This design comes from an exercise in tuning for small area, a short achievable clock period and few clock cycles on the open sky130 flow, not from production work.
The RTL was checked by simulation tests, not by an equivalence proof against the original design.
Power and IR drop assume default switching activity.

`design/flow/flow/run.sh`:
```
#!/bin/bash
# Own layout flow: the standard flow (standard.sh) with three changes.
#  - sky130_fd_sc_hd__a222oi_1 is added to the platform's don't-use cells.
#    It has no stronger size, and as the last gate of a memory read it drives
#    a long wire slowly, which the resizer cannot fix.
#  - Ports are buffered with buf_4 rather than the default choice (a slow
#    clkdlybuf4s50_1 on the outputs).
#  - Clock tree synthesis runs with the usual arguments plus
#    -dont_use_dummy_load, so it adds no dummy load cells to the clock tree.
# Everything else, including the synthesis script, is the standard flow.
# Each ORFS step logs to orfs/logs/...; make's own output goes to
# flow_make.log here.
set -euo pipefail
PLATFORM_DONT_USE="sky130_fd_sc_hd__probe_p_8 sky130_fd_sc_hd__probec_p_8 sky130_fd_sc_hd__lpflow_bleeder_1 sky130_fd_sc_hd__lpflow_clkbufkapwr_1 sky130_fd_sc_hd__lpflow_clkbufkapwr_16 sky130_fd_sc_hd__lpflow_clkbufkapwr_2 sky130_fd_sc_hd__lpflow_clkbufkapwr_4 sky130_fd_sc_hd__lpflow_clkbufkapwr_8 sky130_fd_sc_hd__lpflow_clkinvkapwr_1 sky130_fd_sc_hd__lpflow_clkinvkapwr_16 sky130_fd_sc_hd__lpflow_clkinvkapwr_2 sky130_fd_sc_hd__lpflow_clkinvkapwr_4 sky130_fd_sc_hd__lpflow_clkinvkapwr_8 sky130_fd_sc_hd__lpflow_decapkapwr_12 sky130_fd_sc_hd__lpflow_decapkapwr_3 sky130_fd_sc_hd__lpflow_decapkapwr_4 sky130_fd_sc_hd__lpflow_decapkapwr_6 sky130_fd_sc_hd__lpflow_decapkapwr_8 sky130_fd_sc_hd__lpflow_inputiso0n_1 sky130_fd_sc_hd__lpflow_inputiso0p_1 sky130_fd_sc_hd__lpflow_inputiso1n_1 sky130_fd_sc_hd__lpflow_inputiso1p_1 sky130_fd_sc_hd__lpflow_inputisolatch_1 sky130_fd_sc_hd__lpflow_isobufsrc_1 sky130_fd_sc_hd__lpflow_isobufsrc_16 sky130_fd_sc_hd__lpflow_isobufsrc_2 sky130_fd_sc_hd__lpflow_isobufsrc_4 sky130_fd_sc_hd__lpflow_isobufsrc_8 sky130_fd_sc_hd__lpflow_isobufsrckapwr_16 sky130_fd_sc_hd__lpflow_lsbuf_lh_hl_isowell_tap_1 sky130_fd_sc_hd__lpflow_lsbuf_lh_hl_isowell_tap_2 sky130_fd_sc_hd__lpflow_lsbuf_lh_hl_isowell_tap_4 sky130_fd_sc_hd__lpflow_lsbuf_lh_isowell_4 sky130_fd_sc_hd__lpflow_lsbuf_lh_isowell_tap_1 sky130_fd_sc_hd__lpflow_lsbuf_lh_isowell_tap_2 sky130_fd_sc_hd__lpflow_lsbuf_lh_isowell_tap_4 "
bash standard.sh finish \
  DONT_USE_CELLS="$PLATFORM_DONT_USE sky130_fd_sc_hd__a222oi_1" \
  BUFFER_PORTS_ARGS="-buffer_cell sky130_fd_sc_hd__buf_4" \
  CTS_ARGS="-sink_clustering_enable -repair_clock_nets -dont_use_dummy_load -buf_list {sky130_fd_sc_hd__clkbuf_4 sky130_fd_sc_hd__clkbuf_8}" \
  > flow_make.log 2>&1
```
`design/flow/standard.sh`:
```
#!/bin/bash
# synth_recipe.tcl (not shown) runs the flow's synth.tcl, then flattens the netlist and writes it again
# the make line also repeats each setting of config.mk as NAME=value (left out here)
make -C /OpenROAD-flow-scripts/flow DESIGN_CONFIG=/design/flow/config.mk WORK_HOME=/design/flow/orfs CLKGATE_MAP_FILE= SYNTH_SCRIPT=/design/flow/synth_recipe.tcl "${@:-finish}"
```
`design/flow/config.mk`:
```
export PLATFORM = sky130hd
export DESIGN_NAME = EC_2
export DESIGN_NICKNAME = EC_2
export VERILOG_FILES = /design/flow/design.v
export SDC_FILE = /design/flow/constraint.sdc
export NUM_CORES = 4
export LEC_CHECK = 0
export CAP_MARGIN = 20
export CORE_MARGIN = 2
export CORE_UTILIZATION = 40
export CTS_BUF_LIST = sky130_fd_sc_hd__clkbuf_4 sky130_fd_sc_hd__clkbuf_8
export SETUP_SLACK_MARGIN = 5
export SLEW_MARGIN = 20
export TNS_END_PERCENT = 5
```
`design/flow/constraint.sdc`:
```
create_clock -name core_clock -period 8.0 [get_ports {Clk}]
set_input_delay 1.6000 -clock core_clock [delete_from_list [all_inputs] [get_ports {Clk}]]
set_output_delay 1.6000 -clock core_clock [all_outputs]
set_load 0.01 [all_outputs]
```
`design/flow/design.v`:
```
module EC_2(
    input  logic       Enter,
    input  logic       Clk,
    input  logic       Reset,
    input  logic [7:0] Data_input,
    input  logic       Load_en,
    input  logic [4:0] Load_addr,
    input  logic [7:0] Load_data,
    output logic       Halt,
    output logic       In_wait,
    output logic [7:0] Data_output
    );
    localparam logic [2:0] OP_LOAD  = 3'd0;
    localparam logic [2:0] OP_STORE = 3'd1;
    localparam logic [2:0] OP_ADD   = 3'd2;
    localparam logic [2:0] OP_SUB   = 3'd3;
    localparam logic [2:0] OP_IN    = 3'd4;
    localparam logic [2:0] OP_JZ    = 3'd5;
    localparam logic [2:0] OP_JPOS  = 3'd6;
    localparam logic [2:0] OP_HALT  = 3'd7;
    logic [7:0] mem [0:31];
    logic [4:0] pc;       
    logic [7:0] ir_d;     
    logic       vd;       
    logic [4:0] ir_e;     
    logic       e_ld, e_st, e_add, e_sub;
    logic [7:0] opnd;     
    logic       tk;       
    logic [7:0] a;
    logic       halt_r;   
    logic       inw;      
    wire stall = halt_r | (inw & ~Enter);
    wire       nx_valid = tk | vd;
    wire [7:0] nx_word  = tk ? opnd : ir_d;
    wire [2:0] nx_op    = nx_word[7:5];
    wire [4:0] ra       = nx_word[4:0];
    wire [7:0] bx    = opnd ^ {8{e_sub}};
    wire [7:0] g0    = a & bx;
    wire [7:0] p0    = a ^ bx;
    wire [7:0] gk = {g0[7:1], g0[0] | (p0[0] & e_sub)};
    wire [7:0] pk = {p0[7:1], 1'b0};
    wire [7:0] g1 = gk | (pk & {gk[6:0], 1'b0});
    wire [7:0] p1 = pk & {pk[6:0], 1'b0};
    wire [7:0] g2 = g1 | (p1 & {g1[5:0], 2'b0});
    wire [7:0] p2 = p1 & {p1[5:0], 2'b0};
    wire [7:0] g3 = g2 | (p2 & {g2[3:0], 4'b0});
    wire [7:0] carry = {g3[6:0], e_sub};
    wire [7:0] sum   = p0 ^ carry;
    wire [7:0] ab_x     = a ^ opnd;
    wire       add_zero = (ab_x == {a[6:0] | opnd[6:0], 1'b0});
    wire       sub_zero = (ab_x == 8'd0);
    wire e_keep = ~(e_ld | e_add | e_sub | inw);
    wire [7:0] a_nx = ({8{e_ld}}          & opnd) |
                      ({8{e_add | e_sub}} & sum) |
                      ({8{inw}}           & Data_input) |
                      ({8{e_keep}}        & a);
    wire z_nx = (e_ld  & (opnd == 8'd0)) |
                (e_add & add_zero) |
                (e_sub & sub_zero) |
                (inw   & (Data_input == 8'd0)) |
                (e_keep & (a == 8'd0));
    logic [7:0] rd_op, rd_f;
    always_comb begin
        rd_op = 8'd0;
        rd_f  = 8'd0;
        for (int i = 0; i < 32; i++) begin
            rd_op = rd_op | (mem[i] & {8{ra == 5'(i)}});
            rd_f  = rd_f  | (mem[i] & {8{pc == 5'(i)}});
        end
    end
    wire [7:0] op_nx = (e_st && ir_e == ra) ? a : rd_op;
    wire       nx_store = nx_valid & (nx_op == OP_STORE);
    wire       refetch  = nx_store & (ra == pc);
    wire [7:0] f_nx = (e_st && ir_e == pc) ? a : rd_f;
    wire tk_nx = nx_valid & (((nx_op == OP_JZ) & z_nx) |
                             ((nx_op == OP_JPOS) & ~a_nx[7]));
    wire [4:0] ra_p1 = {ra[4] ^ (&ra[3:0]), ra[3] ^ (&ra[2:0]), ra[2] ^ (&ra[1:0]), ra[1] ^ ra[0], ~ra[0]};
    wire [4:0] pc_p1 = {pc[4] ^ (&pc[3:0]), pc[3] ^ (&pc[2:0]), pc[2] ^ (&pc[1:0]), pc[1] ^ pc[0], ~pc[0]};
    wire [4:0] pc_nx = tk_nx ? ra_p1 : refetch ? pc : pc_p1;
    always_ff @(posedge Clk or posedge Reset) begin
        if (Reset) begin
            pc     <= 5'd0;
            vd     <= 1'b0;
            a      <= 8'd0;
            e_ld   <= 1'b0;
            e_st   <= 1'b0;
            e_add  <= 1'b0;
            e_sub  <= 1'b0;
            tk     <= 1'b0;
            halt_r <= 1'b0;
            inw    <= 1'b0;
        end else if (!stall) begin
            pc     <= pc_nx;
            vd     <= ~refetch;
            a      <= a_nx;
            e_ld   <= nx_valid & (nx_op == OP_LOAD);
            e_st   <= nx_store;
            e_add  <= nx_valid & (nx_op == OP_ADD);
            e_sub  <= nx_valid & (nx_op == OP_SUB);
            tk     <= tk_nx;
            halt_r <= nx_valid & (nx_op == OP_HALT);
            inw    <= nx_valid & (nx_op == OP_IN);
        end
    end
    always_ff @(posedge Clk) begin
        if (!stall)
            ir_d <= f_nx;
    end
    always_ff @(posedge Clk) begin
        ir_e <= ra;
        opnd <= op_nx;
    end
    logic       ld_en;
    logic [4:0] ld_addr;
    logic [7:0] ld_data;
    always_ff @(posedge Clk) begin
        ld_en   <= Load_en;
        ld_addr <= Load_addr;
        ld_data <= Load_data;
    end
    always_ff @(posedge Clk) begin
        if (ld_en)
            mem[ld_addr] <= ld_data;
        else if (e_st)
            mem[ir_e] <= a;
    end
    assign Halt        = halt_r;
    assign In_wait     = inw;
    assign Data_output = a;
endmodule
```
==> results of run 1 <==
[cells in the final DEF, fill, tap and decap left out, types with 4 or more instances in the layout]
master    synthesis  layout
nand3_1          23      22
ha_1             27      21
nand2_1         118     115
xor2_1           19      19
a22o_1           59      59
nand2b_1          8       6
mux2_2           10      10
and3_1            5       5
a31oi_1          12      12
a221oi_2          0       4
buf_4             1     115
a22oi_1         114     113
o31ai_1           4       4
nor2_2            5      17
a32oi_1           5       5
ha_2              0       5
a221o_1          19      19
edfxtp_1        264     264
mux2i_1          15      14
clkbuf_8          0      52
a21oi_1          34      34
nand4_1          29      29
xnor2_1          13      13
dfrtp_1          21      17
inv_1            30      29
dfxtp_1          27      25
nor4_1           25      19
nand3b_1          4       4
nor2_1          124     112
nor3_1           18      15
o21ai_0          28      20
nor2b_1          11      11
a221oi_1         28      23
a21o_1            6       6
o21ai_2           1       8
[critical path: cells and delay by family, from the launching register on]
kind | cells | cell delay, ps
adder cells (fa/ha/maj) | 1 | 240
buffers and inverters | 1 | 270
flip-flops | 1 | 490
AND/OR/NAND/NOR | 3 | 1120
AO/OA/AOI/OAI | 2 | 750
[layout make-up]
cell class                 instances  area share, %
sequential                       312          52.99
tap                              468          3.447
inverter                          31         0.7217
clock buffer                      52          4.212
multi-input combinational        810          33.46
timing repair buffer             116          5.170
[layer usage]
metal	vias to the layer above	wire, µm	global-route usage (%)
li1	4956	-	-
met1	6221	29050	53.14
met2	1138	33030	61.40
met3	314	9548	11.95
met4	2	6300	24.65
met5	-	17	0
[sequential cells by signal (all words and copies together) (netlist names), 5 cells and up]
| name | count |
|---|---|
| mem | 256 |
| ld_data | 8 |
| pc | 5 |
| opnd | 8 |
| a | 8 |
| ld_addr | 5 |
| ir_d | 8 |
| ir_e | 5 |
[stage by stage]
stage,power [mW],instances
4_1_cts,6.365,1789
3_3_place_gp,5.039,1722
2_1_floorplan,3.841,1192
3_5_place_dp,5.019,1722
5_1_grt,6.715,1789
6_report,6.506,1789
[power breakdown]
part | total, mW | internal [mW] | switching [mW]
sequential | 2.28 | 2.00 | 0.284
combinational | 3.06 | 1.07 | 1.99
clock | 1.16 | 0.569 | 0.590
total | 6.51 | 3.64 | 2.87
[what timing repair did]
| action | in CTS | in global routing |
|---|---|---|
| pin swaps | 4 | 6 |
| endpoints found under the setup margin | 108 | 30 |
| setup buffers | 15 | 0 |
| hold buffers | 0 | 0 |
| resized for setup | 51 | 12 |
[how the worst max path moves through the flow]
stage          cells after the start       to  startpoint
6_report                           7  ir_d[7]       pc[2]
5_1_grt                           10    pc[4]       e_sub
4_1_cts                            1  In_wait         inw
3_5_place_dp                      11  opnd[4]          tk
3_3_place_gp                      11  opnd[4]          tk
2_1_floorplan                     13  opnd[1]          tk
[cell families after synthesis]
group | after synthesis | synth area share, %
buf+inv | 70 | 1.992
xor+xnor | 33 | 2.026
mux | 28 | 2.197
simple gates | 381 | 11.96
fa+ha+maj | 28 | 2.445
flops | 312 | 61.45
compound gates | 340 | 17.93
==> impl_metrics.toml, run 1 <==
[run_status]
status = "complete, no violations"

[clocking]
cts_inserted_buffers = 52
cts.sinks = 312
cts-htree-levels = 2
cts_tree = "done"
clock_latency_ps = 670
cts_root_buf = "clkbuf_8"
ctsLongestPathBuffers = 3
clk_pin_slew_ps = 60

[yosys]
synth_nets = 1245
ys_warn_count = 1
yosysSeqAreaShare_pct = 61.45
synth_commonest_cells = "edfxtp_1, nor2_1, nand2_1"
synth_edf_count = 264
synthFlopType = "edfxtp_1"
yosysTopAreaCell = "edfxtp_1"
synth_cells = 1192
synth_area_leaders = "edfxtp_1, a22oi_1, dfxtp_1"
async_flop_share_pct = 6.731
synth_top_cell_area_share_pct = 54.17
ys_ff_latch = 312
synth.avg_cell_area_um2 = 12.28
synth_cell_types = 70
syn_area_um2 = 14640
synth_most_common_cell = "edfxtp_1"

[timing]
holdWs_ps = 500.5
rsz0062_at_grt = "true"
layout_setup_ws_ps = 4817
finalSetupViolations = 0
max_freq_mhz = 314.1
drv_slew = 0
tightest_slew_ps = 1164
tns_ps = 0
period_needed_ps = 3183
relSlewSlack_pct = 22.13
finalClockSkew_ps = 72.49
hold_viol_final = 0
finalCritPeriodShare_pct = 39.79

[drt]
post_drt_via_cell_ratio = 7.060
antenna_left = 0
wirelength_um = 77950
vias = 12631
wl_per_cell_um = 43.57
drtPass1Iterations = 6
drc_errors = 0
drtIter0Drc = 2077

[global_route]
grt_pass1_vias = 12091
grtUsageTotal_pct = 41.12
grt_pass1_wl_um = 105000
grt-ovfl-total = 0
grt_max_degree = 33
antenna_found_initial = 2

[critical_path]
crit_path_end_kind = "register"
critPathMaxStageDelay_ps = 690
cp_cell_sequence = "buf_4 -> and3_1 -> ha_2 -> a22oi_1 -> nand4_1 -> nor4_2 -> a21oi_1"
rr_worst_depth = 7
crit_path_start_kind = "register"
required_ps = 8330
cp_max_fo = 19
cpMaxStageDelayCell = "nor4_2"
worst-setup-path-type = "reg -> reg"
reg2reg_from = "pc[2]"
regToRegSetupSlack_ps = 4820
crit_arrival_ps = 3510
rr_endpoint = "ir_d[7]"

[place]
port_buffers = 34
post-place-ws_ps = 3907
gp_congestion = 1.148
hpwl_um = 58060
dpl_cell_area_um2 = 15850

[die]
io_pins = 35
die_area_um2 = 38130
die_h_um = 195.3
die_w_um = 195.3
row_count = 70
initial_utilization_pct = 40.27
coreArea_um2 = 36350

[hold_path]
min_delay_worst_endpoint = "vd"
holdPathStages = 1
min_path_type = "reg -> reg"
holdCritStartpoint = "vd"

[final_layout]
drive_above_1_share_pct = 19.30
postLayoutCoreUtil_pct = 46.74
fin_area_um2 = 16990
antenna_cells = 0
nFillCells = 3348
areaGrowthSynthToFinish_pct = 16.09
register_area_um2 = 9004
final_nets = 1376
multi_input_area_um2 = 5684

[pwr]
vdd_drop_max_uv = 140.9
power_density_nw_per_um2 = 382.9
p_leak_nw = 5.940

[job]
max_cap_viol_count = 0
Testbench counts, summed over its fixed seeds: cycles 43,846.
==> inputs of run 2 (changes only) <==
--- a/design/flow/config.mk
+++ b/design/flow/config.mk
@@ -12,3 +12,3 @@
 export SETUP_SLACK_MARGIN = 5
 export SLEW_MARGIN = 20
-export TNS_END_PERCENT = 5
+export TNS_END_PERCENT = 100
==> run 2 against run 1 <==
- critical path depth increased by 4
- worst setup slack improved by 100 ps
- wire length increased by 0.78%
- combinational power increased by 6%
- clock power about the same
- synthesized area unchanged
- largest power group unchanged
- design area increased by 1.5%
- register-to-register slack improved by 100 ps
- utilization increased by 0.72 points
==> impl_metrics.toml, run 2 <==
[run_status]
status = "complete, no violations"

[global_route]
grt-ovfl-total = 0
grtUsageTotal_pct = 41.13
grt_max_degree = 33
grt_pass1_vias = 12028
antenna_found_initial = 3
grt_pass1_wl_um = 105000

[place]
place_inst = 1722
gp_congestion = 1.148
post-place-ws_ps = 3907
hpwl_um = 58060
port_buffers = 34
dpl_cell_area_um2 = 15850

[yosys]
ys_ff_latch = 312
yosysSeqAreaShare_pct = 61.45
synth_commonest_cells = "edfxtp_1, nor2_1, nand2_1"
yosysTopAreaCell = "edfxtp_1"
ys_warn_count = 1
synth_top_cell_area_share_pct = 54.17
synth.avg_cell_area_um2 = 12.28
synth_cell_types = 70
syn_area_um2 = 14640
synth_area_leaders = "edfxtp_1, a22oi_1, dfxtp_1"
synth_nets = 1245
async_flop_share_pct = 6.731
synth_most_common_cell = "edfxtp_1"
synthFlopType = "edfxtp_1"
synth_cells = 1192
synth_edf_count = 264

[die]
io_pins = 35
coreArea_um2 = 36350
die_area_um2 = 38130
row_count = 70
initial_utilization_pct = 40.27
die_h_um = 195.3
die_w_um = 195.3

[timing]
tightest_slew_ps = 1055
period_needed_ps = 3080
holdWs_ps = 500.9
drv_slew = 0
max_freq_mhz = 324.7
rsz0062_at_grt = "true"
finalSetupViolations = 0
relSlewSlack_pct = 29.67
layout_setup_ws_ps = 4920
finalCritPeriodShare_pct = 38.50
tns_ps = 0
hold_viol_final = 0
finalClockSkew_ps = 74.36

[pwr]
clkPwrFrac_pct = 17.3
power_density_nw_per_um2 = 387.2
p_leak_nw = 6.053
comb_power_share_pct = 48.5
p_switching_mw = 2.929
power_mw = 6.679
internal_power_mw = 3.751
pwr-share-seq_pct = 34.2
p_sw_share_pct = 43.85
vdd_drop_max_uv = 141.8

[drt]
drtPass1Iterations = 7
drtIter0Drc = 2089
wl_per_cell_um = 43.42
drc_errors = 0
antenna_left = 0
wirelength_um = 78550
post_drt_via_cell_ratio = 7.090
vias = 12826

[final_layout]
largest_reg_flops = 256
drive_above_1_share_pct = 21.88
areaGrowthSynthToFinish_pct = 17.88
final_nets = 1394
regMostFlops = "mem"
final_cell_mix = "edfxtp_1, buf_4, nand2_1"
fin_area_um2 = 17250
final_cells = 1809
nFillCells = 3331
postLayoutCoreUtil_pct = 47.46
final_common_cell = "edfxtp_1"

[clocking]
cts.sinks = 312
cts_root_buf = "clkbuf_8"
ctsLongestPathBuffers = 3
cts_inserted_buffers = 52
cts_tree = "done"
cts_hold_buf = 0
cts-htree-levels = 2
clk_pin_slew_ps = 60
clock_latency_ps = 660

[hold_path]
min_path_type = "reg -> reg"

[critical_path]
crit_path_end_kind = "register"
worst-setup-path-type = "reg -> reg"
crit_path_frequent_cell = "buf_4"
rr_worst_depth = 11
crit_arrival_ps = 3430
critPathLaunch = "pc[4]"
regToRegSetupSlack_ps = 4920
crit_path_end = "ir_d[3]"
critPathMaxStageDelay_ps = 450
cp_max_fo = 14
reg2reg_from = "pc[4]"
crit_path_start_kind = "register"
cpMaxStageDelayCell = "nand4_1"
required_ps = 8350
rr_endpoint = "ir_d[3]"
cp_cell_sequence = "buf_12 -> clkinvlp_4 -> buf_4 -> nand2_4 -> nor2_1 -> buf_4 -> a22o_1 -> a221oi_1 -> nand4_1 -> nor3_2 -> a21oi_1"

[job]
max_cap_viol_count = 0
run 2: cells by family after synthesis:
logic type	share of synthesized area, %
AND/OR/NAND/NOR	11.96
AO/OA/AOI/OAI	17.93
flip-flops	61.45
buffers and inverters	1.992
XOR/XNOR	2.026
multiplexers	2.197
adder cells (fa/ha/maj)	2.445
run 2: how the worst min path moves through the flow:
stage,cells past startpoint,to,slack [ps],start
after floorplan,1,vd,440,vd
after global routing,1,vd,510,vd
after global placement,1,vd,480,vd
final,1,vd,500,vd
after CTS,1,vd,500,vd
after detailed placement,1,vd,490,vd
run 2: per-layer routing:
layer / part of all wire, % / vias up / track usage (%)
met5: 0 / - / 0
met4: 8.1 / 0 / 24.29
met3: 12 / 298 / 11.85
met2: 42 / 1112 / 61.38
met1: 38 / 6421 / 53.42
li1: - / 4995 / -
run 2: power by group through the flow:
stage	clock, mW	combinational, mW	sequential (mW)
2_1_floorplan	0	1.69	2.15
3_3_place_gp	0	2.73	2.30
3_5_place_dp	0	2.72	2.30
4_1_cts	1.18	2.93	2.27
5_1_grt	1.24	3.35	2.29
6_report	1.16	3.24	2.28
run 2: final cells by class:
| class | count | area (µm²) | share of cell area [%] |
|---|---|---|---|
| diodes | 2 | 5.005 | 0.02901 |
| clock buffers | 52 | 715.7 | 4.149 |
| inverters | 31 | 122.6 | 0.7108 |
| multi-input cells | 810 | 5756 | 33.36 |
| flip-flops and latches | 312 | 9015 | 52.26 |
| well taps | 468 | 585.6 | 3.394 |
| repair buffers | 134 | 1052 | 6.100 |
run 2: what timing repair did:
action                     CTS  global route
setup endpoints to repair  108            22
pin swaps                    7            14
gates cloned                 0             1
gates resized for setup     59            30
buffers inserted            15            17
run 2: worst max-delay path: cells and delay by family, from the launching register on:
family	cells	cell delay, ps
simple gates	4	1030
buf+inv	4	800
compound gates	3	600
flops	1	380
==> inputs of run 3 (changes only) <==
--- a/design/flow/flow/run.sh
+++ b/design/flow/flow/run.sh
@@ -7,5 +7,6 @@
 #    clkdlybuf4s50_1 on the outputs).
 #  - Clock tree synthesis runs with the usual arguments plus
-#    -dont_use_dummy_load, so it adds no dummy load cells to the clock tree.
+#    -dont_use_dummy_load, so it adds no dummy load cells to the clock tree,
+#    and with larger sink clusters (24 sinks, 80 um) on the default buffers.
 # Everything else, including the synthesis script, is the standard flow.
 # Each ORFS step logs to orfs/logs/...; make's own output goes to
@@ -16,4 +17,4 @@
   DONT_USE_CELLS="$PLATFORM_DONT_USE sky130_fd_sc_hd__a222oi_1" \
   BUFFER_PORTS_ARGS="-buffer_cell sky130_fd_sc_hd__buf_4" \
-  CTS_ARGS="-sink_clustering_enable -repair_clock_nets -dont_use_dummy_load -buf_list {sky130_fd_sc_hd__clkbuf_4 sky130_fd_sc_hd__clkbuf_8}" \
+  CTS_ARGS="-sink_clustering_enable -repair_clock_nets -dont_use_dummy_load -sink_clustering_size 24 -sink_clustering_max_diameter 80" \
   > flow_make.log 2>&1
--- a/design/flow/config.mk
+++ b/design/flow/config.mk
@@ -8,6 +8,6 @@
 export CAP_MARGIN = 20
 export CORE_MARGIN = 2
-export CORE_UTILIZATION = 40
-export CTS_BUF_LIST = sky130_fd_sc_hd__clkbuf_4 sky130_fd_sc_hd__clkbuf_8
+export CORE_UTILIZATION = 45
+export PLACE_DENSITY = 0.65
 export SETUP_SLACK_MARGIN = 5
 export SLEW_MARGIN = 20
==> run 3 against run 2 <==
- clock power decreased by 15%
- synthesized area unchanged
- total power decreased by 3.5%
- first-iteration DRC count increased by 7.1%
- non-clock buffer count decreased by 15
- synthesized cell count unchanged
- highest routed layer is now met5
- still clean
- worst setup slack got worse by 39 ps
- sequential power about the same
- critical path depth decreased by 1
- sequential share of layout area increased by 0.87 points
- combinational power decreased by 1%
- utilization increased by 5.0 points
- critical path type unchanged
==> impl_metrics.toml, run 3 <==
[die]
row_count = 66
initial_utilization_pct = 45.33
io_pins = 35
die_h_um = 184.3
coreArea_um2 = 32290
die_area_um2 = 33980
die_w_um = 184.3

[timing]
hold_viol_final = 0
relSlewSlack_pct = 21.37
max_freq_mhz = 320.6
tightest_slew_ps = 1178
tns_ps = 0
finalCritPeriodShare_pct = 38.99
holdWs_ps = 479.8
drv_slew = 0
finalSetupViolations = 0
layout_setup_ws_ps = 4881
finalClockSkew_ps = 48.97
rsz0062_at_grt = "true"
period_needed_ps = 3119

[final_layout]
largest_reg_flops = 256
final_nets = 1347
final_common_cell = "edfxtp_1"
regMostFlops = "mem"
areaGrowthSynthToFinish_pct = 15.84
final_cell_mix = "edfxtp_1, buf_4, nand2_1"
postLayoutCoreUtil_pct = 52.51
drive_above_1_share_pct = 20.28

[global_route]
grtUsageTotal_pct = 44.91
grt_pass1_wl_um = 101600
antenna_found_initial = 2
grt_pass1_vias = 11849
grt-ovfl-total = 0
grt_max_degree = 33

[drt]
vias = 12727
drtIter0Drc = 2237
wl_per_cell_um = 43.94
wirelength_um = 76230
drc_errors = 0
antenna_left = 0
post_drt_via_cell_ratio = 7.335
drtPass1Iterations = 6

[place]
gp_congestion = 1.068
post-place-ws_ps = 3893
hpwl_um = 56120
port_buffers = 34

[critical_path]
cp_max_fo = 10
required_ps = 8400
regToRegSetupSlack_ps = 4880
rr_endpoint = "opnd[1]"
crit_arrival_ps = 3520
rr_worst_depth = 10
crit_path_end_kind = "register"
worst-setup-path-type = "reg -> reg"
crit_path_start_kind = "register"
reg2reg_from = "tk"

[pwr]
vdd_drop_max_uv = 211.4
p_leak_nw = 5.849
power_density_nw_per_um2 = 380.3

[hold_path]
holdCritStartpoint = "vd"
min_delay_worst_endpoint = "vd"
holdPathStages = 1
min_path_type = "reg -> reg"

[yosys]
synth_cell_types = 70
yosysTopAreaCell = "edfxtp_1"
synth_top_cell_area_share_pct = 54.17
synth_most_common_cell = "edfxtp_1"
syn_area_um2 = 14640
synth_nets = 1245
synthFlopType = "edfxtp_1"
synth.avg_cell_area_um2 = 12.28
yosysSeqAreaShare_pct = 61.45
synth_commonest_cells = "edfxtp_1, nor2_1, nand2_1"
async_flop_share_pct = 6.731
ys_warn_count = 1
synth_area_leaders = "edfxtp_1, a22oi_1, dfxtp_1"
synth_edf_count = 264
ys_ff_latch = 312
synth_cells = 1192

[clocking]
cts_tree = "done"
cts_inserted_buffers = 20
ctsLongestPathBuffers = 3
cts-htree-levels = 1
cts.sinks = 312
clk_pin_slew_ps = 90
cts_hold_buf = 0
clock_latency_ps = 550
cts_root_buf = "clkbuf_16"

[run_status]
status = "complete, no violations"

[job]
max_cap_viol_count = 0
## run 3: cell counts after synthesis
Identical to the previous run, type by type.
## run 3: worst max-delay path by stage
| stage | slack, ps | endpoint | from | depth (start not counted) |
|---|---|---|---|---|
| 4_1_cts | 4800 | opnd[1] | tk | 10 |
| 2_1_floorplan | 5060 | opnd[1] | tk | 13 |
| 6_report | 4880 | opnd[1] | tk | 10 |
| 3_3_place_gp | 3850 | ir_d[6] | pc[0] | 8 |
| 3_5_place_dp | 3890 | opnd[1] | tk | 10 |
| 5_1_grt | 4800 | opnd[1] | tk | 11 |
## run 3: stage by stage
step	cells	total power, mW	instance area [µm²]
6_report	1735	6.448	16950
5_1_grt	1734	6.607	16950
4_1_cts	1716	6.130	16620
3_5_place_dp	1690	5.015	15800
3_3_place_gp	1690	5.013	15780
2_1_floorplan	1192	3.841	14640
## run 3: logic make-up (layout without fill, tap and decap cells)
family	Yosys count	count (layout)	share of synthesized area [%]
compound gates	340	340	17.93
xor+xnor	33	33	2.026
fa+ha+maj	28	28	2.445
buf+inv	70	170	1.992
flops	312	312	61.45
mux	28	28	2.197
other cells	0	1	0
simple gates	381	381	11.96
## run 3: critical path, stage by stage (launching register included)
cell and delay, ps:
dfrtp_4 550, buf_4 160, buf_4 190, a32oi_4 400, nor2_2 70, buf_4 210, a22o_1 270, a221o_1 300
nor4_4 400, nand3_1 140, mux2_2 290
## run 3: timing repair
action                     4_1_cts  5_1_grt
setup endpoints to repair      116       28
gates cloned                     0        0
pin swaps                        5       15
buffers inserted                 6       17
gates resized for setup         53       45
## run 3: area by class of cell
class                   instances  area [µm²]
clock buffers                  20       500.5
multi-input cells             810        5857
flip-flops and latches        312        9007
repair buffers                119       910.9
inverters                      31       122.6
fillers                      2808       15330
well taps                     442       553.0
diodes                          1       2.502
## run 3: metal layers
metal	share of wire (%)	vias up	global-route usage, %	wire (µm)
li1	-	4907	-	-
met1	36	6331	58.31	27780
met2	41	1162	64.21	31230
met3	14	325	15.55	10820
met4	8.4	2	28.22	6394
met5	0.012	-	0	9
## run 3: power breakdown
part / switching (mW) / internal [mW]
logic: 2.07 / 1.14
registers: 0.269 / 2.00
clock network: 0.536 / 0.446
total: 2.87 / 3.58
==> inputs of run 4 (changes only) <==
--- a/design/flow/config.mk
+++ b/design/flow/config.mk
@@ -9,5 +9,4 @@
 export CORE_MARGIN = 2
 export CORE_UTILIZATION = 45
-export PLACE_DENSITY = 0.65
 export SETUP_SLACK_MARGIN = 5
 export SLEW_MARGIN = 20
==> run 4 against run 3 <==
- non-clock buffer count down 18
- clock skew fell by 10 ps
- register-to-register slack improved by 20 ps
- critical path type unchanged
- utilization fell by 0.71 points
- sequential power hardly changed
- clock power down 1%
- clock-buffer cell count unchanged
- total power decreased by 2.8%
- wire length down 8.3%
- die area is the same
- hold slack better by 8.3 ps
- sequential share of layout area up 0.73 points
==> impl_metrics.toml, run 4 <==
[global_route]
grt_pass1_wl_um = 94320
grt_pass1_vias = 11313
antenna_found_initial = 2
grt_max_degree = 33
grt-ovfl-total = 0
grtUsageTotal_pct = 41.30

[timing]
hold_viol_final = 0
finalClockSkew_ps = 38.73
relSlewSlack_pct = 20.75
drv_slew = 0
tightest_slew_ps = 1189
max_freq_mhz = 322.6
tns_ps = 0
period_needed_ps = 3100
finalCritPeriodShare_pct = 38.75
finalSetupViolations = 0
rsz0062_at_grt = "true"

[hold_path]
holdCritStartpoint = "vd"
min_path_type = "reg -> reg"

[die]
die_h_um = 184.3
coreArea_um2 = 32290
initial_utilization_pct = 45.33
row_count = 66
die_w_um = 184.3
die_area_um2 = 33980
io_pins = 35

[drt]
wl_per_cell_um = 40.73
vias = 12496
wirelength_um = 69940
post_drt_via_cell_ratio = 7.278
drtPass1Iterations = 9
antenna_left = 0
drtIter0Drc = 2135
drc_errors = 0

[clocking]
cts.sinks = 312
clk_pin_slew_ps = 80
cts_root_buf = "clkbuf_16"
cts_tree = "done"
cts-htree-levels = 1
cts_hold_buf = 0
cts_inserted_buffers = 20
ctsLongestPathBuffers = 3
clock_latency_ps = 550

[place]
hpwl_um = 51310
gp_congestion = 1.095
port_buffers = 34

[yosys]
synth_nets = 1245
syn_area_um2 = 14640
synth_commonest_cells = "edfxtp_1, nor2_1, nand2_1"
synth.avg_cell_area_um2 = 12.28
synth_area_leaders = "edfxtp_1, a22oi_1, dfxtp_1"
ys_warn_count = 1
async_flop_share_pct = 6.731
synth_cell_types = 70
synthFlopType = "edfxtp_1"
synth_most_common_cell = "edfxtp_1"
synth_cells = 1192
synth_top_cell_area_share_pct = 54.17
synth_edf_count = 264
ys_ff_latch = 312
yosysSeqAreaShare_pct = 61.45
yosysTopAreaCell = "edfxtp_1"

[critical_path]
crit_path_end_kind = "register"
regToRegSetupSlack_ps = 4900
required_ps = 8250
worst-setup-path-type = "reg -> reg"
crit_arrival_ps = 3350
reg2reg_from = "pc[3]"
cp_max_fo = 26
crit_path_start_kind = "register"
critPathLaunch = "pc[3]"

[final_layout]
drive_above_1_share_pct = 18.37
nFillCells = 2814
final_nets = 1329
final_cell_mix = "edfxtp_1, nand2_1, a22oi_1"
regMostFlops = "mem"
areaGrowthSynthToFinish_pct = 14.27
final_common_cell = "edfxtp_1"
largest_reg_flops = 256

[pwr]
p_leak_nw = 5.725
power_density_nw_per_um2 = 374.9
power_mw = 6.269
vdd_drop_max_uv = 160.1

[run_status]
status = "complete, no violations"

[job]
max_cap_viol_count = 0
## run 4: cell count changes in the layout (fill, tap and decap cells not counted), moves of 4 or more
cell / previous run / this run
buf_4: 115 / 98
a22oi_2: 5 / 1
nor2_2: 29 / 35
nor2_1: 99 / 93
a22oi_1: 109 / 113
## run 4: worst max-delay path, stage by stage, from the launching register on
cell and delay [ps]:
dfrtp_1 330, buf_4 410, or2_2 450, nor2_1 70, buf_4 200, a22oi_1 310, nand4_1 260, nor4_4 550
a21oi_1 160
## run 4: cells by family after synthesis
kind of cell,Yosys count,synth area share [%]
compound gates,340,17.93
simple gates,381,11.96
buf+inv,70,1.992
flops,312,61.45
xor+xnor,33,2.026
fa+ha+maj,28,2.445
mux,28,2.197
## run 4: repair_timing
| item | 4_1_cts | 5_1_grt |
|---|---|---|
| buffers inserted | 5 | 11 |
| pin swaps | 3 | 7 |
| gates resized for setup | 42 | 48 |
| setup endpoints to repair | 189 | 73 |
## run 4: final cells by class
type	instances	area, µm²	share of cell area (%)
Timing Repair Buffer	101	790.8	4.728
Antenna cell	1	2.502	0.01496
Inverter	31	126.4	0.7556
Sequential cell	312	9007	53.86
Tap cell	442	553.0	3.307
Multi-Input combinational cell	810	5743	34.34
Clock buffer	20	500.5	2.993
## run 4: path summary, 6_finish.rpt
| check | depth (start not counted) | end |
|---|---|---|
| max reg2reg | 8 | ir_d[7] |
| min in group asynchronous | 2 | e_ld |
| min reg2reg | 1 | vd |
| min | 1 | vd |
| max in group asynchronous | 2 | e_sub |
| max | 8 | ir_d[7] |
## run 4: stage by stage
step	hold WS, ps	utilization, %	cells	setup slack, ps	cell area (µm²)
after floorplan	441.8	-	1192	5062	14640
after global placement	462.4	48.58	1678	4290	15690
after detailed placement	466.0	48.64	1680	4220	15710
after CTS	484.6	50.83	1705	5008	16410
after global routing	522.3	51.79	1716	4908	16720
final	488.0	51.79	1717	4900	16720
## run 4: routing by layer
| layer | vias to the layer above | part of all wire [%] | global-route usage, % |
|---|---|---|---|
| li1 | 4872 | - | - |
| met1 | 6162 | 39 | 56.34 |
| met2 | 1187 | 40 | 57.56 |
| met3 | 273 | 14 | 14.05 |
| met4 | 2 | 7.2 | 22.82 |
| met5 | - | 0.011 | 0 |
## run 4: where the power goes
part	switching, mW	internal, mW	leakage (nW)
Combinational	1.92	1.09	2.61
Sequential	0.285	2.00	2.87
Clock	0.527	0.444	0.246
==> inputs of run 5 (changes only) <==
--- a/design/flow/config.mk
+++ b/design/flow/config.mk
@@ -8,5 +8,6 @@
 export CAP_MARGIN = 20
 export CORE_MARGIN = 2
-export CORE_UTILIZATION = 45
+export CORE_UTILIZATION = 40
+export PLACE_DENSITY = 0.72
 export SETUP_SLACK_MARGIN = 5
 export SLEW_MARGIN = 20
==> run 5 against run 4 <==
- utilization fell by 4.7 points
- global-route usage fell by 0.53 points
- total power rose by 4.4%
- fmax rose by 0.40%
- clock-buffer cell count rose by 2
- design area rose by 2.3%
- final cell count rose by 3.1%
- critical path depth did not move
- flip-flop and latch count did not move
- sequential share of layout area fell by 1.2 points
- combinational power rose by 6%
- critical endpoint is now ir_d[5]
==> impl_metrics.toml, run 5 <==
[timing]
finalSetupViolations = 0
rsz0062_at_grt = "true"
finalClockSkew_ps = 38.32
tns_ps = 0
hold_viol_final = 0
relSlewSlack_pct = 16.81
holdWs_ps = 483.6
tightest_slew_ps = 1242
period_needed_ps = 3088
max_freq_mhz = 323.9
finalCritPeriodShare_pct = 38.59
drv_slew = 0

[pwr]
p_sw_share_pct = 44.51
pwr-share-seq_pct = 35.0
comb_power_share_pct = 48.9
power_mw = 6.543
vdd_drop_max_uv = 158.7
p_switching_mw = 2.912
power_density_nw_per_um2 = 382.4
internal_power_mw = 3.631
clkPwrFrac_pct = 16.1
p_leak_nw = 5.910

[yosys]
synthFlopType = "edfxtp_1"
async_flop_share_pct = 6.731
ys_warn_count = 1
synth_commonest_cells = "edfxtp_1, nor2_1, nand2_1"
ys_ff_latch = 312
synth_area_leaders = "edfxtp_1, a22oi_1, dfxtp_1"
synth_top_cell_area_share_pct = 54.17
synth_cell_types = 70
yosysTopAreaCell = "edfxtp_1"
synth_most_common_cell = "edfxtp_1"
yosysSeqAreaShare_pct = 61.45
synth.avg_cell_area_um2 = 12.28
syn_area_um2 = 14640
synth_cells = 1192
synth_edf_count = 264
synth_nets = 1245

[drt]
wl_per_cell_um = 44.44
post_drt_via_cell_ratio = 7.038
vias = 12458
wirelength_um = 78660
drtIter0Drc = 2003
antenna_left = 0
drtPass1Iterations = 6
drc_errors = 0

[hold_path]
holdCritStartpoint = "vd"
min_path_type = "reg -> reg"
holdPathStages = 1
min_delay_worst_endpoint = "vd"

[critical_path]
reg2reg_from = "pc[4]"
rr_endpoint = "ir_d[5]"
regToRegSetupSlack_ps = 4910
path_buf_inv = 2
cpMaxStageDelayCell = "nor2_1"
required_ps = 8420
rr_worst_depth = 8
crit_path_end_kind = "register"
critPathMaxStageDelay_ps = 940
worst-setup-path-type = "reg -> reg"
cp_max_fo = 14
crit_path_start_kind = "register"
cp_top_family = "simple AND/OR/NAND/NOR gates"
crit_arrival_ps = 3510
cp_cell_sequence = "buf_12 -> inv_1 -> nand2_1 -> nor2_1 -> a22oi_1 -> nand4_1 -> nor3_1 -> a21oi_1"

[clocking]
cts-htree-levels = 1
cts_inserted_buffers = 22
cts_tree = "done"
cts_hold_buf = 0
cts.sinks = 312
cts_root_buf = "clkbuf_16"
clock_latency_ps = 560
ctsLongestPathBuffers = 3
clk_pin_slew_ps = 80

[place]
hpwl_um = 57480
gp_congestion = 1.076
port_buffers = 34

[die]
initial_utilization_pct = 40.27
row_count = 70
coreArea_um2 = 36350
die_area_um2 = 38130
io_pins = 35
die_h_um = 195.3
die_w_um = 195.3

[final_layout]
largest_reg_flops = 256
final_nets = 1357
final_common_cell = "edfxtp_1"
antenna_cells = 0
areaGrowthSynthToFinish_pct = 16.92
regMostFlops = "mem"
final_cell_mix = "edfxtp_1, buf_4, a22oi_1"
drive_above_1_share_pct = 20.43
postLayoutCoreUtil_pct = 47.08

[global_route]
grt_pass1_wl_um = 103900
grt_pass1_vias = 11745
grt-ovfl-total = 0
grtUsageTotal_pct = 40.77
antenna_found_initial = 2
grt_max_degree = 33

[job]
max_cap_viol_count = 0

[run_status]
status = "complete, no violations"
==> run 5: cell families after synthesis <==
family,Yosys count,share of synthesized area [%]
multiplexers,28,2.197
AND/OR/NAND/NOR,381,11.96
AO/OA/AOI/OAI,340,17.93
XOR/XNOR,33,2.026
adder cells (fa/ha/maj),28,2.445
buffers and inverters,70,1.992
flip-flops,312,61.45
==> run 5: worst max path at each step <==
| stage | start | end | slack [ps] | depth (start not counted) |
|---|---|---|---|---|
| 6_report | pc[4] | ir_d[5] | 4910 | 8 |
| 5_1_grt | ld_en | mem[9][4] | 4940 | 4 |
| 4_1_cts | tk | opnd[1] | 4940 | 9 |
| 3_5_place_dp | tk | opnd[1] | 3890 | 10 |
| 3_3_place_gp | tk | opnd[1] | 3900 | 10 |
| 2_1_floorplan | tk | opnd[1] | 5060 | 13 |
==> run 5: metal layers <==
layer | track usage, % | share of wire [%]
met1 | 54.78 | 38
met2 | 62.33 | 43
met5 | 0 | 0.014
met3 | 7.237 | 11
met4 | 23.64 | 7.7
==> run 5: power groups by stage <==
stage / sequential [mW] / clock, mW / combinational [mW]
after CTS: 2.27 / 1.05 / 2.93
after floorplan: 2.15 / 0 / 1.69
after detailed placement: 2.30 / 0 / 2.76
after global routing: 2.30 / 1.10 / 3.30
final: 2.29 / 1.05 / 3.20
after global placement: 2.30 / 0 / 2.78
==> run 5: repair_timing <==
action | CTS | global route
setup buffers | 9 | 10
pin swaps | 2 | 9
hold endpoints to repair | 0 | 0
endpoints found under the setup margin | 134 | 42
resized for setup | 49 | 48
cloned | 0 | 1
==> run 5: worst reg2reg max path: cells and delay by family, from the launching register on <==
| kind | cells | cell delay [ps] |
|---|---|---|
| compound gates | 2 | 510 |
| buf+inv | 2 | 340 |
| flops | 1 | 420 |
| simple gates | 4 | 1710 |
==> run 5: through the flow <==
stage          std cells  area (µm²)  worst slack [ps]
2_1_floorplan       1192       14640              5062
3_3_place_gp        1725       15920              3895
3_5_place_dp        1727       15940              3888
4_1_cts             1758       16770              4940
5_1_grt             1770       17110              4937
6_report            1770       17110              4913
==> run 5: layout make-up <==
class | instances | area [µm²]
fill | 3256 | 19240
timing repair buffer | 127 | 1018
multi-input combinational | 810 | 5818
tap | 468 | 585.6
sequential | 312 | 9016
inverter | 31 | 122.6
clock buffer | 22 | 550.5
==> inputs of run 6 (changes only) <==
--- a/design/flow/config.mk
+++ b/design/flow/config.mk
@@ -8,6 +8,6 @@
 export CAP_MARGIN = 20
 export CORE_MARGIN = 2
-export CORE_UTILIZATION = 40
-export PLACE_DENSITY = 0.72
+export CORE_UTILIZATION = 50
+export PLACE_DENSITY = 0.7
 export SETUP_SLACK_MARGIN = 5
 export SLEW_MARGIN = 20
==> run 6 against run 5 <==
- largest power group unchanged
- total power is 3.6% lower
- fmax is 0.83% lower
- clock power is 14% lower
==> impl_metrics.toml, run 6 <==
[global_route]
grtUsageTotal_pct = 46.85
grt-ovfl-total = 0
antenna_found_initial = 6
grt_pass1_vias = 12012
grt_max_degree = 33
grt_pass1_wl_um = 97590

[yosys]
synth_commonest_cells = "edfxtp_1, nor2_1, nand2_1"
synth_area_leaders = "edfxtp_1, a22oi_1, dfxtp_1"
yosysTopAreaCell = "edfxtp_1"
synth_nets = 1245
synth_cell_types = 70
ys_ff_latch = 312
synth.avg_cell_area_um2 = 12.28
synthFlopType = "edfxtp_1"
async_flop_share_pct = 6.731
synth_top_cell_area_share_pct = 54.17
yosysSeqAreaShare_pct = 61.45
synth_most_common_cell = "edfxtp_1"
synth_edf_count = 264
ys_warn_count = 1
syn_area_um2 = 14640
synth_cells = 1192

[place]
place_inst = 1618
hpwl_um = 52640
port_buffers = 34
gp_congestion = 1.199

[final_layout]
postLayoutCoreUtil_pct = 58.20
final_cells = 1665
multi_input_area_um2 = 5849
register_area_um2 = 9006
final_nets = 1335
regMostFlops = "mem"
final_cell_mix = "edfxtp_1, nand2_1, a22oi_1"
nFillCells = 2354
areaGrowthSynthToFinish_pct = 14.45
drive_above_1_share_pct = 18.83
largest_reg_flops = 256
final_common_cell = "edfxtp_1"

[critical_path]
crit_path_start_kind = "register"
crit_path_end_kind = "register"
crit_arrival_ps = 3440
worst-setup-path-type = "reg -> reg"
required_ps = 8320
cp_max_fo = 11

[timing]
tightest_slew_ps = 1223
relSlewSlack_pct = 18.17
finalClockSkew_ps = 39.36
finalCritPeriodShare_pct = 38.92
period_needed_ps = 3113
drv_slew = 0
max_freq_mhz = 321.2
rsz0062_at_grt = "true"
holdWs_ps = 490.6
hold_viol_final = 0
finalSetupViolations = 0
tns_ps = 0

[die]
die_h_um = 175.1
initial_utilization_pct = 50.85
die_w_um = 175.1
coreArea_um2 = 28780
row_count = 62
io_pins = 35
die_area_um2 = 30650

[pwr]
internal_power_mw = 3.511
power_mw = 6.307
vdd_drop_max_uv = 235.5
comb_power_share_pct = 49.7
p_leak_nw = 5.779
clkPwrFrac_pct = 14.3
power_density_nw_per_um2 = 376.5
pwr-share-seq_pct = 36.0
p_sw_share_pct = 44.32
p_switching_mw = 2.795

[drt]
wl_met3_um = 10160
drc_errors = 0
drtPass1Iterations = 6
antenna_left = 0
wl_per_cell_um = 43.45
wl_met2_um = 29630
post_drt_via_cell_ratio = 7.676
wirelength_um = 72350
wl_met1_um = 25670
routed.top_layer = "met5"
vias = 12780
drtIter0Drc = 2303

[clocking]
cts_inserted_buffers = 18
cts-htree-levels = 1
ctsLongestPathBuffers = 3
clk_pin_slew_ps = 100
clock_latency_ps = 530
cts_root_buf = "clkbuf_16"
cts_tree = "done"
cts.sinks = 312
cts_hold_buf = 0

[hold_path]
min_path_type = "reg -> reg"

[run_status]
status = "complete, no violations"

[job]
max_cap_viol_count = 0
-- run 6: worst paths after layout --
| check | slack, ps | to | cells past startpoint | from |
|---|---|---|---|---|
| worst max register to register | 4890 | ir_d[0] | 11 | pc[0] |
| min in group asynchronous | 1260 | a[7] | 2 | Reset |
| worst max-delay path | 4890 | ir_d[0] | 11 | pc[0] |
| max in group asynchronous | 6120 | tk | 2 | Reset |
| worst min-delay path | 490 | vd | 1 | vd |
| worst min register to register | 490 | vd | 1 | vd |
-- run 6: timing repair --
item                       CTS  global route
gates resized for setup     59            41
setup buffers                9            19
gates cloned                 0             0
pin swaps                    7             9
setup endpoints to repair  182            78
-- run 6: stage by stage --
stage                     worst slack, ps  instance area, µm²
final                                4887               16750
after CTS                            4974               16410
after floorplan                      5062               14640
after global routing                 4883               16750
after global placement               4133               15590
after detailed placement             4181               15610
-- run 6: final cells by class --
cell class	count	share of cell area, %
Sequential cell	312	53.77
Multi-Input combinational cell	810	34.92
Timing Repair Buffer	109	5.027
Tap cell	384	2.868
Clock buffer	18	2.689
Inverter	31	0.7096
Antenna cell	1	0.01494
-- run 6: cells by family (layout without fill, tap and decap cells) --
group | after synthesis | in the layout | share of synthesized area, %
flip-flops | 312 | 312 | 61.45
adder cells (fa/ha/maj) | 28 | 28 | 2.445
other | 0 | 1 | 0
AND/OR/NAND/NOR | 381 | 381 | 11.96
buffers and inverters | 70 | 158 | 1.992
XOR/XNOR | 33 | 33 | 2.026
multiplexers | 28 | 28 | 2.197
AO/OA/AOI/OAI | 340 | 340 | 17.93
-- run 6: power groups by stage --
stage                     registers, mW  clock network (mW)  logic (mW)
after global routing               2.28               0.958        3.23
after detailed placement           2.29                   0        2.64
after CTS                          2.25               0.902        2.81
final                              2.27               0.899        3.13
after floorplan                    2.15                   0        1.69
after global placement             2.28                   0        2.61
-- run 6: routing by layer --
metal / global-route usage [%] / vias to the layer above
li1: - / 4876
met5: 0 / -
met3: 16.28 / 350
met1: 60.04 / 6284
met4: 30.17 / 8
met2: 67.75 / 1262
-- run 6: critical path: stages (launching register included) --
cell and delay [ps]:
dfrtp_2 460, inv_1 150, ha_2 460, nand2_1 270
nor2_2 460, buf_4 250, nand2_1 70, nand3_1 140
a221oi_1 70, o2111ai_1 210, nor2_1 130, a21oi_1 230
==> inputs of run 7 (changes only) <==
--- a/design/flow/config.mk
+++ b/design/flow/config.mk
@@ -8,6 +8,5 @@
 export CAP_MARGIN = 20
 export CORE_MARGIN = 2
-export CORE_UTILIZATION = 50
-export PLACE_DENSITY = 0.7
+export CORE_UTILIZATION = 40
 export SETUP_SLACK_MARGIN = 5
 export SLEW_MARGIN = 20
==> run 7 against run 6 <==
- still clean
- total power is 2.8% higher
- first-iteration DRC count is 7.0% lower
- synthesized cell count stayed put
- clock skew rose by 48 ps
- synthesized area did not move
- non-clock buffer count grew 17
- design area increased by 1.6%
- largest cell class unchanged
==> impl_metrics.toml, run 7 <==
[critical_path]
path_buf_inv = 1
crit_path_end_kind = "register"
cp_cell_sequence = "buf_6 -> nand2_1 -> nor2_2 -> a32o_1 -> a221oi_1 -> nand4_1 -> nor4_4 -> a21oi_1"
crit_path_start_kind = "register"
cp_top_family = "simple AND/OR/NAND/NOR gates"
worst-setup-path-type = "reg -> reg"
cp_max_fo = 19
critPathMaxStageDelay_ps = 510
required_ps = 8290
cpMaxStageDelayCell = "dfrtp_2"
crit_arrival_ps = 3390

[clocking]
cts-htree-levels = 1
cts_tree = "done"
ctsLongestPathBuffers = 3
cts.sinks = 312
clk_pin_slew_ps = 100
cts_inserted_buffers = 21
clock_latency_ps = 580
cts_root_buf = "clkbuf_16"

[final_layout]
register_area_um2 = 9011
antenna_cells = 0
areaGrowthSynthToFinish_pct = 16.32
final_common_cell = "edfxtp_1"
nFillCells = 3319
final_cell_mix = "edfxtp_1, buf_4, nand2_1"
regMostFlops = "mem"
final_nets = 1355
largest_reg_flops = 256
drive_above_1_share_pct = 19.69
multi_input_area_um2 = 5799

[timing]
tns_ps = 0
finalCritPeriodShare_pct = 38.74
max_freq_mhz = 322.7
drv_slew = 0
hold_viol_final = 0
finalSetupViolations = 0
tightest_slew_ps = 1069
finalClockSkew_ps = 87.85
relSlewSlack_pct = 28.75
period_needed_ps = 3099
rsz0062_at_grt = "true"

[place]
gp_congestion = 1.148
port_buffers = 34
hpwl_um = 58060

[yosys]
yosysTopAreaCell = "edfxtp_1"
synth_most_common_cell = "edfxtp_1"
synth_edf_count = 264
synth_cell_types = 70
ys_ff_latch = 312
synth_commonest_cells = "edfxtp_1, nor2_1, nand2_1"
async_flop_share_pct = 6.731
synth_top_cell_area_share_pct = 54.17
synth_area_leaders = "edfxtp_1, a22oi_1, dfxtp_1"
synth.avg_cell_area_um2 = 12.28
syn_area_um2 = 14640
synth_nets = 1245
ys_warn_count = 1
synthFlopType = "edfxtp_1"
yosysSeqAreaShare_pct = 61.45
synth_cells = 1192

[die]
die_h_um = 195.3
coreArea_um2 = 36350
row_count = 70
die_w_um = 195.3
io_pins = 35
die_area_um2 = 38130
initial_utilization_pct = 40.27

[hold_path]
min_path_type = "reg -> reg"

[global_route]
grt-ovfl-total = 0
grt_max_degree = 33
grt_pass1_wl_um = 104800
grt_pass1_vias = 11795
grtUsageTotal_pct = 40.83
antenna_found_initial = 3

[pwr]
vdd_drop_max_uv = 161.4
p_leak_nw = 5.894
power_mw = 6.480
power_density_nw_per_um2 = 380.7

[drt]
post_drt_via_cell_ratio = 7.130
drtIter0Drc = 2141
drtPass1Iterations = 6
vias = 12605
wl_per_cell_um = 44.13
wirelength_um = 78030
drc_errors = 0
antenna_left = 0

[job]
max_cap_viol_count = 0

[run_status]
status = "complete, no violations"
[run 7: final cells by class]
cell class / count / area share, %
Sequential cell: 312 / 52.93
Multi-Input combinational cell: 810 / 34.07
Timing Repair Buffer: 126 / 5.755
Tap cell: 468 / 3.440
Clock buffer: 21 / 3.087
Inverter: 31 / 0.7203
[run 7: final timing paths]
check / slack (ps) / end / from / cells past startpoint
setup / recovery: 4900 / ir_d[6] / pc[2] / 8
hold / removal: 500 / vd / vd / 1
setup reg to reg: 4900 / ir_d[6] / pc[2] / 8
hold reg to reg: 500 / vd / vd / 1
max in group asynchronous: 6070 / tk / Reset / 2
min in group asynchronous: 1220 / pc[2] / Reset / 2
[run 7: repair_timing]
item	CTS	global route
gates resized for setup	62	34
setup endpoints to repair	111	37
pin swaps	6	11
hold buffers	0	0
setup buffers	15	9
cloned	0	1
[run 7: kinds of logic after synthesis]
logic type / share of synthesized area, %
AND/OR/NAND/NOR: 11.96
multiplexers: 2.197
XOR/XNOR: 2.026
AO/OA/AOI/OAI: 17.93
adder cells (fa/ha/maj): 2.445
buffers and inverters: 1.992
flip-flops: 61.45
[run 7: power by group]
group	switching, mW	internal, mW
clock	0.536	0.466
combinational	2.05	1.15
sequential	0.285	2.00
[run 7: per-layer routing]
| layer | track usage [%] | routed length (µm) |
|---|---|---|
| met1 | 54.62 | 30050 |
| met2 | 61.96 | 33470 |
| met3 | 9.620 | 8725 |
| met4 | 21.46 | 5755 |
| met5 | 0 | 26 |
[run 7: through the flow]
| step | hold slack, ps | setup slack, ps | cell area (µm²) | util (%) | cells |
|---|---|---|---|---|---|
| final | 503.9 | 4901 | 17020 | 46.84 | 1768 |
| after global routing | 514.9 | 4955 | 17020 | 46.84 | 1768 |
| after CTS | 504.2 | 4827 | 16770 | 46.14 | 1758 |
| after detailed placement | 488.0 | 3907 | 15850 | 43.61 | 1722 |
| after global placement | 480.4 | 3886 | 15850 | 43.59 | 1722 |
| after floorplan | 441.8 | 5062 | 14640 | - | 1192 |
==> inputs of run 8 (changes only) <==
--- a/design/flow/flow/run.sh
+++ b/design/flow/flow/run.sh
@@ -8,5 +8,5 @@
 #  - Clock tree synthesis runs with the usual arguments plus
 #    -dont_use_dummy_load, so it adds no dummy load cells to the clock tree,
-#    and with larger sink clusters (24 sinks, 80 um) on the default buffers.
+#    and with larger sink clusters (30 sinks, 80 um) on the default buffers.
 # Everything else, including the synthesis script, is the standard flow.
 # Each ORFS step logs to orfs/logs/...; make's own output goes to
@@ -17,4 +17,4 @@
   DONT_USE_CELLS="$PLATFORM_DONT_USE sky130_fd_sc_hd__a222oi_1" \
   BUFFER_PORTS_ARGS="-buffer_cell sky130_fd_sc_hd__buf_4" \
-  CTS_ARGS="-sink_clustering_enable -repair_clock_nets -dont_use_dummy_load -sink_clustering_size 24 -sink_clustering_max_diameter 80" \
+  CTS_ARGS="-sink_clustering_enable -repair_clock_nets -dont_use_dummy_load -sink_clustering_size 30 -sink_clustering_max_diameter 80" \
   > flow_make.log 2>&1
--- a/design/flow/config.mk
+++ b/design/flow/config.mk
@@ -8,5 +8,6 @@
 export CAP_MARGIN = 20
 export CORE_MARGIN = 2
-export CORE_UTILIZATION = 40
+export CORE_UTILIZATION = 45
+export PLACE_DENSITY = 0.65
 export SETUP_SLACK_MARGIN = 5
 export SLEW_MARGIN = 20
==> run 8 against run 7 <==
- still clean
- hold slack lost 26 ps
- synthesized cell count is the same
- worst setup slack worse by 16 ps
- clock-buffer cell count fell by 2
- die area is 11% lower
- sequential share of layout area is 0.28 points higher
- global-route usage grew 4.3 points
- clock power down 5%
- fmax is 0.50% lower
- design area down 0.57%
- clock skew shrank 49 ps
- combinational power is essentially flat
- critical path type unchanged
==> impl_metrics.toml, run 8 <==
[critical_path]
regToRegSetupSlack_ps = 4890
crit_path_start_kind = "register"
rr_endpoint = "opnd[3]"
cp_cell_sequence = "mux2i_4 -> buf_4 -> ha_1 -> nand2_1 -> nor2_1 -> buf_4 -> a22oi_1 -> nand2_1 -> nor4_1 -> a31oi_1"
critPathLaunch = "tk"
required_ps = 8410
cpMaxStageDelayCell = "nor2_1"
crit_path_end_kind = "register"
cp_max_fo = 5
reg2reg_from = "tk"
crit_path_end = "opnd[3]"
critPathMaxStageDelay_ps = 780
rr_worst_depth = 10
cp_top_family = "simple AND/OR/NAND/NOR gates"
cp.depth = 10
worst-setup-path-type = "reg -> reg"
crit_arrival_ps = 3530
path_buf_inv = 2

[clocking]
cts_tree = "done"
cts_hold_buf = 0
cts.sinks = 312
clock_latency_ps = 540
cts_root_buf = "clkbuf_16"
clk_pin_slew_ps = 100
cts_inserted_buffers = 19
cts-htree-levels = 1
ctsLongestPathBuffers = 3

[yosys]
synth_edf_count = 264
synth_area_leaders = "edfxtp_1, a22oi_1, dfxtp_1"
yosysSeqAreaShare_pct = 61.45
yosysTopAreaCell = "edfxtp_1"
synth.avg_cell_area_um2 = 12.28
ys_warn_count = 1
synth_nets = 1245
synth_cell_types = 70
synth_most_common_cell = "edfxtp_1"
ys_ff_latch = 312
synth_commonest_cells = "edfxtp_1, nor2_1, nand2_1"
syn_area_um2 = 14640
synthFlopType = "edfxtp_1"
synth_cells = 1192
synth_top_cell_area_share_pct = 54.17
async_flop_share_pct = 6.731

[place]
port_buffers = 34
gp_congestion = 1.068
hpwl_um = 56120

[timing]
hold_viol_final = 0
tightest_slew_ps = 1163
max_freq_mhz = 321.1
finalClockSkew_ps = 38.56
finalSetupViolations = 0
period_needed_ps = 3115
tns_ps = 0
drv_slew = 0
relSlewSlack_pct = 22.36
rsz0062_at_grt = "true"
finalCritPeriodShare_pct = 38.93
holdWs_ps = 478.1

[die]
coreArea_um2 = 32290
row_count = 66
die_w_um = 184.3
io_pins = 35
die_area_um2 = 33980
initial_utilization_pct = 45.33
die_h_um = 184.3

[global_route]
grtUsageTotal_pct = 45.08
grt-ovfl-total = 0
antenna_found_initial = 1
grt_max_degree = 33
grt_pass1_vias = 11808
grt_pass1_wl_um = 101900

[hold_path]
min_path_type = "reg -> reg"
holdPathStages = 1

[final_layout]
drive_above_1_share_pct = 19.94
areaGrowthSynthToFinish_pct = 15.65
final_nets = 1344
final_common_cell = "edfxtp_1"
largest_reg_flops = 256
regMostFlops = "mem"
nFillCells = 2797
final_cell_mix = "edfxtp_1, nand2_1, buf_4"

[drt]
post_drt_via_cell_ratio = 7.390
antenna_left = 0
wirelength_um = 76370
drtIter0Drc = 2568
drc_errors = 0
wl_per_cell_um = 44.09
vias = 12799
drtPass1Iterations = 8

[run_status]
status = "complete, no violations"

[pwr]
p_leak_nw = 5.829
vdd_drop_max_uv = 177.6
power_density_nw_per_um2 = 380.6

[job]
max_cap_viol_count = 0
==> run 8: cell types whose count changed in the layout (fill, tap and decap cells not counted), sizes merged <==
cell,before,now
clkbuf,22,19
inv,30,31
clkinvlp,1,0
diode,0,1
buf,125,117
==> run 8: area by class of cell <==
type                    instances  area [µm²]  share of cell area [%]
diodes                          1       2.502                 0.01478
clock buffers                  19       475.5                   2.809
inverters                      31       118.9                  0.7022
multi-input cells             810        5858                   34.61
flip-flops and latches        312        9006                   53.21
well taps                     442       553.0                   3.267
repair buffers                117       912.1                   5.389
==> run 8: report_power, final <==
part	switching [mW]	total, mW	leakage [nW]	internal, mW
Clock	0.528	0.952	0.234	0.424
Combinational	2.07	3.22	2.73	1.15
Sequential	0.273	2.27	2.86	2.00
Total	2.88	6.44	5.83	3.57
==> run 8: per-layer routing <==
layer / up-vias / track usage, % / part of all wire (%)
met5: - / 0 / 0.12
met4: 4 / 26.75 / 8.0
met3: 317 / 14.60 / 13
met2: 1155 / 65.08 / 41
met1: 6421 / 59.29 / 37
li1: 4902 / - / -
==> run 8: repair_timing <==
| action | CTS | global route |
|---|---|---|
| endpoints found under the setup margin | 125 | 30 |
| cloned | 0 | 0 |
| pin swaps | 7 | 11 |
| setup buffers | 8 | 14 |
| gates resized for setup | 59 | 39 |
==> run 8: worst reg2reg max path: stages (launching register included) <==
cell and delay (ps):
dfrtp_4 500, mux2i_4 270, buf_4 170, ha_1 220
nand2_1 140, nor2_1 780, buf_4 320, a22oi_1 80
nand2_1 160, nor4_1 80, a31oi_1 260
==> run 8: how the worst min path moves through the flow <==
stage          to  slack [ps]  from
2_1_floorplan  vd         440    vd
3_3_place_gp   vd         460    vd
3_5_place_dp   vd         460    vd
4_1_cts        vd         480    vd
5_1_grt        vd         510    vd
6_report       vd         480    vd
==> run 8: per-stage QoR <==
stage / cells / worst slack (ps) / area (µm²) / total power, mW / utilization, %
2_1_floorplan: 1192 / 5062 / 14640 / 3.841 / -
3_3_place_gp: 1690 / 3848 / 15780 / 5.013 / 48.86
3_5_place_dp: 1690 / 3893 / 15800 / 5.015 / 48.93
4_1_cts: 1717 / 4789 / 16630 / 6.122 / 51.51
5_1_grt: 1731 / 4886 / 16920 / 6.606 / 52.41
6_report: 1732 / 4885 / 16930 / 6.441 / 52.42
==> run 8: cells by family (layout without fill, tap and decap cells) <==
| logic type | count (synthesis) | after routing | share of synthesized area [%] |
|---|---|---|---|
| buf+inv | 70 | 167 | 1.992 |
| flops | 312 | 312 | 61.45 |
| simple gates | 381 | 381 | 11.96 |
| mux | 28 | 28 | 2.197 |
| xor+xnor | 33 | 33 | 2.026 |
| fa+ha+maj | 28 | 28 | 2.445 |
| compound gates | 340 | 340 | 17.93 |
| other cells | 0 | 1 | 0 |

==> static timing again, ports no longer ideal <==
The flow's constraints put no driver on any port. The routed layouts listed below were extracted and timed again, unchanged, in two steps.
Step 1, drivers: a clkbuf_16 drives Clk and a buf_2 each remaining input, both assumed.
Step 2 times the ports against the registers' clock, not the clock port: input delays grow and output delays shrink by t, the midpoint of the rising clock arrivals with the driver on.
Slacks: ideal ports / drivers / drivers and shift; pairs: ideal ports / drivers.
run	shift t [ns]	setup WS [ns]	latest minus earliest clock arrival (ns)	slew at the worst register clock pin (ns)
run 1	0.682	4.817 / 4.800 / 4.489	0.072 / 0.073	0.07 / 0.07
run 2	0.679	4.920 / 4.920 / 4.620	0.074 / 0.075	0.07 / 0.07
run 3	0.578	4.881 / 4.881 / 4.575	0.049 / 0.048	0.10 / 0.10
run 4	0.583	4.900 / 4.900 / 4.673	0.040 / 0.040	0.09 / 0.09
run 5	0.599	4.913 / 4.913 / 4.707	0.047 / 0.047	0.10 / 0.10
run 6	0.565	4.887 / 4.887 / 4.649	0.040 / 0.040	0.10 / 0.10
run 7	0.595	4.901 / 4.901 / 4.648	0.088 / 0.088	0.10 / 0.10
run 8	0.579	4.885 / 4.885 / 4.530	0.039 / 0.039	0.11 / 0.11
After both steps every run listed still meets setup and hold. The setup slack of run 8, which loses most, moves by 0.000 ns with the drivers and by -0.355 ns with both steps.
